From an optimization exercise on the open Yosys and OpenROAD flow, aimed at small area, a short achievable clock period and few clock cycles; shortcuts taken in it are not production practice.
At most, simulation tests tie the RTL to the original design; equivalence was not proved.

==> run a <==
## posit_top
module posit_top#(
  parameter posit_width = 16,  
  parameter es = 1  
)(
  input clk,
  input reset,
  input start,
  input [1:0] opcode,  
  input [posit_width - 1 : 0] a, b,
  output reg done,
  output zero,
  output [posit_width - 1 : 0] result
);
export LEC_CHECK = 0
export ABC_AREA = 1
export CAP_MARGIN = 20
export CORE_MARGIN = 2
export CORE_UTILIZATION = 55
export SETUP_SLACK_MARGIN = 1.75
export SLEW_MARGIN = 20
export TNS_END_PERCENT = 5
create_clock -name core_clock -period 10.5 [get_ports {clk}]
standard.sh (not shown) runs the stock make flow with config.mk's settings and CLKGATE_MAP_FILE= SYNTH_SCRIPT=/design/flow/synth_recipe.tcl, a recipe that flattens the netlist after the stock synthesis.
==> flow/flow/run.sh <==
#!/bin/bash
# Layout flow: the standard layout (standard.sh) with two settings
# changed on its make command line:
#  - ADDER_MAP_FILE is left empty, so Yosys does not extract full/half adders
#    into sky130 fa/ha cells and ABC maps the arithmetic into ordinary gates
#    (faster carry paths);
#  - BUFFER_PORTS_ARGS makes the port buffers (every input and output port
#    still gets one) sky130_fd_sc_hd__buf_4 cells instead of the default
#    delay cells.
# Everything else, including the registers the synthesis makes, is the
# standard flow's. The ORFS output goes to flow_orfs.log.
set -euo pipefail
cd "$(dirname "$0")/.."
sed "s/CLKGATE_MAP_FILE= /CLKGATE_MAP_FILE= ADDER_MAP_FILE= 'BUFFER_PORTS_ARGS=-buffer_cell sky130_fd_sc_hd__buf_4' /" standard.sh > standard_own.sh
grep -q 'ADDER_MAP_FILE= ' standard_own.sh
bash standard_own.sh > flow_orfs.log 2>&1 || { tail -50 flow_orfs.log; exit 1; }
test -f out/final.def
==> inputs of run b, as changes to run a <==
--- a/flow/config.mk
+++ b/flow/config.mk
@@ -8,7 +8,7 @@
 export ABC_AREA = 1
 export CAP_MARGIN = 20
 export CORE_MARGIN = 2
-export CORE_UTILIZATION = 55
-export SETUP_SLACK_MARGIN = 1.75
+export CORE_UTILIZATION = 62
+export SETUP_SLACK_MARGIN = 2.0
 export SLEW_MARGIN = 20
 export TNS_END_PERCENT = 5
==> results.txt <==
Run a went through all stages and came out clean. Run b completed with no timing, DRC or antenna violations. In synthesized area, run a and run b do not differ. In run a the sequential share of layout area is higher than in run b, by 0.16 points. Of run b and run a, run b has the higher wire length (gap about 2.4%, measured against run a). In run b the final cell count is larger than in run a, by about 0.34%. Against run a, the maximum frequency of run b is larger by about 2.2%. Synthesized cell count is the same in run b and run a.
==> figures <==
quantity	run a	run b
Worst Path Required	8400 ps	10,690 ps
Grt met2 use	58.4%	62.3%
Num rows	70	66
Result of the run	timing/DRC/antenna clean	timing/DRC/antenna clean
Wire length of the first global-routing pass	111,000 um	109,000 um
Clock Skews	13.1 ps	15.7 ps
Worst setup path startpoint	x_reg[13]	b[0]
Type of destination of the critical path	output pin	flip-flop
Post-CTS resize count	17	31
Post-Place Worst Slack	836 ps	828 ps
Depth of the critical timing path with buffers and inverters included	43	39
Share of final-layout standard cells stronger than drive strength 1	10.2%	12.0%
Routed length on met1	31,300 um	29,400 um
Testbench counts of run a, summed over its fixed seeds: cycles 46,265.
Testbench counts of run b, summed over its fixed seeds: cycles 46,265.

* * *

==> juniper <==
Another version of the RTL of posit_top (not shown whole).
## posit_top
module posit_top#(
  parameter posit_width = 16,  
  parameter es = 1  
)(
  input clk,
  input reset,
  input start,
  input [1:0] opcode,  
  input [posit_width - 1 : 0] a, b,
  output reg done,
  output zero,
  output [posit_width - 1 : 0] result
);
==> module posit_arithmetic_operator, before the edit <==
module posit_arithmetic_operator (
  input [1:0] opcode,
  input [15:0] a, b,
  input [13:0] div_q,          
  output [14:0] div_n, div_d,  
  output enc_sign,             
  output [5:0] enc_sf,
  output [13:0] enc_m,
  output nar,                  
  output muldiv_zero,          
  output add_zero              
);
wire [14:0] ta, tb;
wire [5:0] sfa, sfb;
wire [11:0] fa, fb;
wire za, zb, na, nb;
posit_extraction ea (.x(a), .t(ta), .sf(sfa), .f(fa), .zero(za), .nar(na));
posit_extraction eb (.x(b), .t(tb), .sf(sfb), .f(fb), .zero(zb), .nar(nb));
wire sa = a[15];
wire sb = b[15];
wire a_gt_b, a_eq_b;
pgt #(15) cmp (.a(ta), .b(tb), .gt(a_gt_b), .eq(a_eq_b));
wire eff_sub = sa ^ sb ^ opcode[0];
wire sum_zero = a_eq_b & eff_sub;
wire [5:0] sfg = a_gt_b ? sfa : sfb;
wire [11:0] fg = a_gt_b ? fa : fb;
wire [11:0] fs = a_gt_b ? fb : fa;
wire [5:0] d_ab = sfa - sfb;
wire [5:0] d_ba = sfb - sfa;
wire [5:0] shift = a_gt_b ? d_ab : d_ba;
wire [14:0] G = {2'b01, fg, 1'b0};
wire [14:0] S_full = {2'b01, fs, 1'b0};
wire [5:0] sfg_m1 = sfg - 6'd1;
wire [5:0] sfg_m2 = sfg - 6'd2;
wire [14:0] S = (shift[5:4] != 2'b00) ? 15'd0 : (S_full >> shift[3:0]);
wire [11:0] po_a, po_b;
pfx_or #(12) poa (.in(fa), .out(po_a));
pfx_or #(12) pob (.in(fb), .out(po_b));
wire [11:0] po_s = a_gt_b ? po_b : po_a;
wire [15:0] sticky_tab = {2'b11, po_s, 2'b00};
wire sticky = shift[5] ? 1'b0 : shift[4] ? (shift[3:0] != 4'hf) : sticky_tab[shift[3:0]];
wire [14:0] V;
padd #(15) addsub (.a(G), .b(S ^ {15{eff_sub}}), .cin(eff_sub & ~sticky), .s(V), .cout());
wire [11:0] f_far = V[14] ? V[13:2] : V[13] ? V[12:1] : V[11:0];
wire [5:0] sf_far = V[14] ? sfg : V[13] ? sfg_m1 : sfg_m2;
wire [14:0] Sn = (sfa[0] ^ sfb[0]) ? {1'b0, S_full[14:1]} : S_full;
wire [14:0] Vn;
padd #(15) subn (.a(G), .b(~Sn), .cin(1'b1), .s(Vn), .cout());
wire [14:0] nx = opcode[1] ? {div_q, 1'b0} : Vn;
wire [4:0] lzn;
CLZ #(15) clzn (.in(nx), .lz(lzn));
wire [14:0] nxn = nx << lzn[3:0];
wire [11:0] f_norm = nxn[13:2];
wire [11:0] f_near = f_norm;
wire [5:0] sf_near = sfg - {2'b0, lzn[3:0]};
wire near = eff_sub & (shift[5:1] == 5'd0);
wire [11:0] f_as = near ? f_near : f_far;
wire [5:0] sf_as = near ? sf_near : sf_far;
wire [25:0] P;
mul13 mul (.a(fa), .b(fb), .p(P));
wire [5:0] md_sf;
posit_scalar scal (.div(opcode[0]), .a_sf(sfa), .b_sf(sfb), .md_sf(md_sf));
wire fb_gt_fa;
pgt #(12) cmpf (.a(fb), .b(fa), .gt(fb_gt_fa), .eq());
wire lt = a_gt_b & fb_gt_fa;
assign div_n = {1'b1, fa, 2'b0};
assign div_d = lt ? {2'b01, fb, 1'b0} : {1'b1, fb, 2'b0};
wire [11:0] f_d = f_norm;
wire [5:0] sf_d = md_sf - {5'b0, lt} - 6'd1;
reg [13:0] m_r;
reg [5:0] sf_r;
reg s_r;
always @* begin
  case (opcode)
    2'b10: begin m_r = P[25:12]; sf_r = md_sf; s_r = sa ^ sb; end
    2'b11: begin m_r = {1'b1, f_d, 1'b0}; sf_r = sf_d; s_r = sa ^ sb; end
    default: begin
      if (za | zb) begin m_r = {1'b1, fg, 1'b0}; sf_r = sfg_m1; end
      else begin m_r = {1'b1, f_as, 1'b0}; sf_r = sf_as; end
      s_r = a_gt_b ? sa : (sb ^ opcode[0]);
    end
  endcase
end
assign enc_sign = s_r;
assign enc_sf = sf_r;
assign enc_m = m_r;
assign nar = na | nb;
assign muldiv_zero = opcode[1] & (za | zb);
assign add_zero = ~opcode[1] & sum_zero;
endmodule
==> module posit_encoder, before the edit <==
module posit_encoder (
  input sign,
  input [5:0] sf,
  input [11:0] f,
  output [15:0] ans
);
wire neg = sf[5];
wire [3:0] sh = sf[4:1] ^ {4{neg}};
wire [14:0] w = {~neg, neg, sf[0], f};
wire [29:0] wx = {{15{~neg}}, w} >> sh;
wire [15:0] t = {1'b0, wx[14:0]};
wire [15:0] lower_any;
genvar i;
generate
  for (i = 0; i < 16; i = i + 1) begin : neg_b
    if (i == 0) assign lower_any[i] = 1'b0;
    else assign lower_any[i] = lower_any[i - 1] | t[i - 1];
  end
endgenerate
assign ans = t ^ ({16{sign}} & lower_any);
endmodule
==> flow/config.mk <==
export PLATFORM = sky130hd
export DESIGN_NAME = posit_top
export DESIGN_NICKNAME = posit_top
export VERILOG_FILES = /design/flow/design.v
export SDC_FILE = /design/flow/constraint.sdc
export NUM_CORES = 4
export LEC_CHECK = 0
export ABC_AREA = 1
export CAP_MARGIN = 20
export CORE_MARGIN = 2
export CORE_UTILIZATION = 40
export SETUP_SLACK_MARGIN = 1.5
export SLEW_MARGIN = 20
export TNS_END_PERCENT = 5
==> flow/constraint.sdc <==
create_clock -name core_clock -period 10.5 [get_ports {clk}]
set_input_delay 2.1000 -clock core_clock [delete_from_list [all_inputs] [get_ports {clk}]]
set_output_delay 2.1000 -clock core_clock [all_outputs]
set_load 0.01 [all_outputs]
==> flow/flow/run.sh <==
#!/bin/bash
# Layout flow: the standard layout (standard.sh), with one synthesis
# setting changed: ADDER_MAP_FILE is left empty, so Yosys does not extract
# full/half adders into sky130 fa/ha cells and ABC maps the arithmetic into
# ordinary gates (faster carry paths). Everything else, including the
# registers the synthesis makes, is the standard flow's.
set -euo pipefail
cd "$(dirname "$0")/.."
sed 's/CLKGATE_MAP_FILE= /CLKGATE_MAP_FILE= ADDER_MAP_FILE= /' standard.sh > standard_noadder.sh
grep -q 'ADDER_MAP_FILE= ' standard_noadder.sh
bash standard_noadder.sh > flow_orfs.log 2>&1 || { tail -50 flow_orfs.log; exit 1; }
test -f out/final.def
==> maple (differences from juniper) <==
--- a/flow/design.v
+++ b/flow/design.v
@@ -249,15 +249,10 @@
 padd #(15) addsub (.a(G), .b(S ^ {15{eff_sub}}), .cin(eff_sub & ~sticky), .s(V), .cout());
 wire [11:0] f_far = V[14] ? V[13:2] : V[13] ? V[12:1] : V[11:0];
 wire [5:0] sf_far = V[14] ? sfg : V[13] ? sfg_m1 : sfg_m2;
-wire [14:0] Sn = (sfa[0] ^ sfb[0]) ? {1'b0, S_full[14:1]} : S_full;
-wire [14:0] Vn;
-padd #(15) subn (.a(G), .b(~Sn), .cin(1'b1), .s(Vn), .cout());
-wire [14:0] nx = opcode[1] ? {div_q, 1'b0} : Vn;
 wire [4:0] lzn;
-CLZ #(15) clzn (.in(nx), .lz(lzn));
-wire [14:0] nxn = nx << lzn[3:0];
-wire [11:0] f_norm = nxn[13:2];
-wire [11:0] f_near = f_norm;
+CLZ #(15) clzn (.in(V), .lz(lzn));
+wire [14:0] Vnn = V << lzn[3:0];
+wire [11:0] f_near = Vnn[13:2];
 wire [5:0] sf_near = sfg - {2'b0, lzn[3:0]};
 wire near = eff_sub & (shift[5:1] == 5'd0);
 wire [11:0] f_as = near ? f_near : f_far;
@@ -271,7 +266,11 @@
 wire lt = a_gt_b & fb_gt_fa;
 assign div_n = {1'b1, fa, 2'b0};
 assign div_d = lt ? {2'b01, fb, 1'b0} : {1'b1, fb, 2'b0};
-wire [11:0] f_d = f_norm;
+wire [4:0] lzh;
+CLZ #(10) clzq (.in(div_q[13:4]), .lz(lzh));
+wire [13:0] qn_h = div_q << lzh[3:0];
+wire [2:0] qn_l = div_q[3] ? div_q[2:0] : div_q[2] ? {div_q[1:0], 1'b0} : div_q[1] ? {div_q[0], 2'b0} : 3'b0;
+wire [11:0] f_d = (div_q[13:4] != 10'd0) ? qn_h[12:1] : {qn_l, 9'b0};
 wire [5:0] sf_d = md_sf - {5'b0, lt} - 6'd1;
 reg [13:0] m_r;
 reg [5:0] sf_r;
@@ -765,14 +764,9 @@
 wire [14:0] w = {~neg, neg, sf[0], f};
 wire [29:0] wx = {{15{~neg}}, w} >> sh;
 wire [15:0] t = {1'b0, wx[14:0]};
-wire [15:0] lower_any;
-genvar i;
-generate
-  for (i = 0; i < 16; i = i + 1) begin : neg_b
-    if (i == 0) assign lower_any[i] = 1'b0;
-    else assign lower_any[i] = lower_any[i - 1] | t[i - 1];
-  end
-endgenerate
+wire [15:0] any_le;
+pfx_or #(16) po (.in(t), .out(any_le));
+wire [15:0] lower_any = {any_le[14:0], 1'b0};
 assign ans = t ^ ({16{sign}} & lower_any);
 endmodule
 module posit_top#(
SETUP_SLACK_MARGIN = 1   (was 1.5)
==> xenon (differences from juniper) <==
--- a/flow/design.v
+++ b/flow/design.v
@@ -249,10 +249,7 @@
 padd #(15) addsub (.a(G), .b(S ^ {15{eff_sub}}), .cin(eff_sub & ~sticky), .s(V), .cout());
 wire [11:0] f_far = V[14] ? V[13:2] : V[13] ? V[12:1] : V[11:0];
 wire [5:0] sf_far = V[14] ? sfg : V[13] ? sfg_m1 : sfg_m2;
-wire [14:0] Sn = (sfa[0] ^ sfb[0]) ? {1'b0, S_full[14:1]} : S_full;
-wire [14:0] Vn;
-padd #(15) subn (.a(G), .b(~Sn), .cin(1'b1), .s(Vn), .cout());
-wire [14:0] nx = opcode[1] ? {div_q, 1'b0} : Vn;
+wire [14:0] nx = opcode[1] ? {div_q, 1'b0} : V;
 wire [4:0] lzn;
 CLZ #(15) clzn (.in(nx), .lz(lzn));
 wire [14:0] nxn = nx << lzn[3:0];
CORE_UTILIZATION = 55   (was 40)
SETUP_SLACK_MARGIN = 1.0   (was 1.5)
==> results.toml <==
[logic_synthesis]
syn_inst = 4482
synth_compound_area_share_pct = 13.1
synth_top_area_share_pct = 30.2

[worst_setup_path]
critical_path.startpoint = "a[3]"
ff2ff_setup_slack_ns = 2.18

[detailed_routing]
dr_wl_met2_um = 36000
drt_iter0_drc = 2431

[grt]
grt_pass1_wl_um = 125000

[run_status]
status = "finished clean"

[min_path]
min_from = "busy2$_DFF_PP0_"
the above is filed under maple

==> results.toml <==
[logic_synthesis]
syn_inst = 4377
synth_compound_area_share_pct = 12.5

[grt]
grt_pass1_wl_um = 121000

[run_status]
status = "finished clean"

[detailed_routing]
dr_wl_met2_um = 32500

[worst_setup_path]
ff2ff_setup_slack_ns = 1.93
the above is filed under xenon

==> results.toml <==
[logic_synthesis]
syn_inst = 4609
synth_top_area_share_pct = 32.8

[run_status]
status = "finished clean"

[detailed_routing]
drt_iter0_drc = 2597
dr_wl_met2_um = 35800

[grt]
grt_pass1_wl_um = 129000

[worst_setup_path]
ff2ff_setup_slack_ns = 2.09
the above is filed under juniper

Testbench counts of maple, summed over its fixed seeds: cycles 46,265.
For juniper and xenon, only the layout was checked, not whether the RTL still works.

-- afterwards: timing with drivers on the ports --
Ports are ideal in the flow. The routed layouts listed here were re-timed in OpenROAD.
Step 1, drivers: a clkbuf_16 drives clk and a buf_2 each remaining input, both assumed.
Step 2 also shifts input and output timing later by t, the mid clock arrival at the registers, as if the neighbouring blocks saw the same clock.
a / b / c = ideal / step 1 / step 2; a / b = the first two.
run | t, ns | setup slack, ns | hold slack, ns | worst setup path at the end | worst data-port slew with drivers (ns)
run a | 0.395 | 2.247 / 2.197 / 2.050 | 0.376 / 0.376 / 0.376 | input to register | 0.07
run b | 0.389 | 2.421 / 2.391 / 2.059 | 0.379 / 0.379 / 0.379 | input to register | 0.12
juniper | 0.403 | 1.963 / 1.997 / 1.595 | 0.374 / 0.374 / 0.374 | input to register | 0.05
maple | 0.366 | 1.584 / 1.606 / 1.240 | 0.375 / 0.375 / 0.375 | input to register | 0.08
xenon | 0.398 | 1.491 / 1.521 / 1.123 | 0.373 / 0.373 / 0.373 | input to register | 0.03
After both steps setup and hold are still met in every run listed.
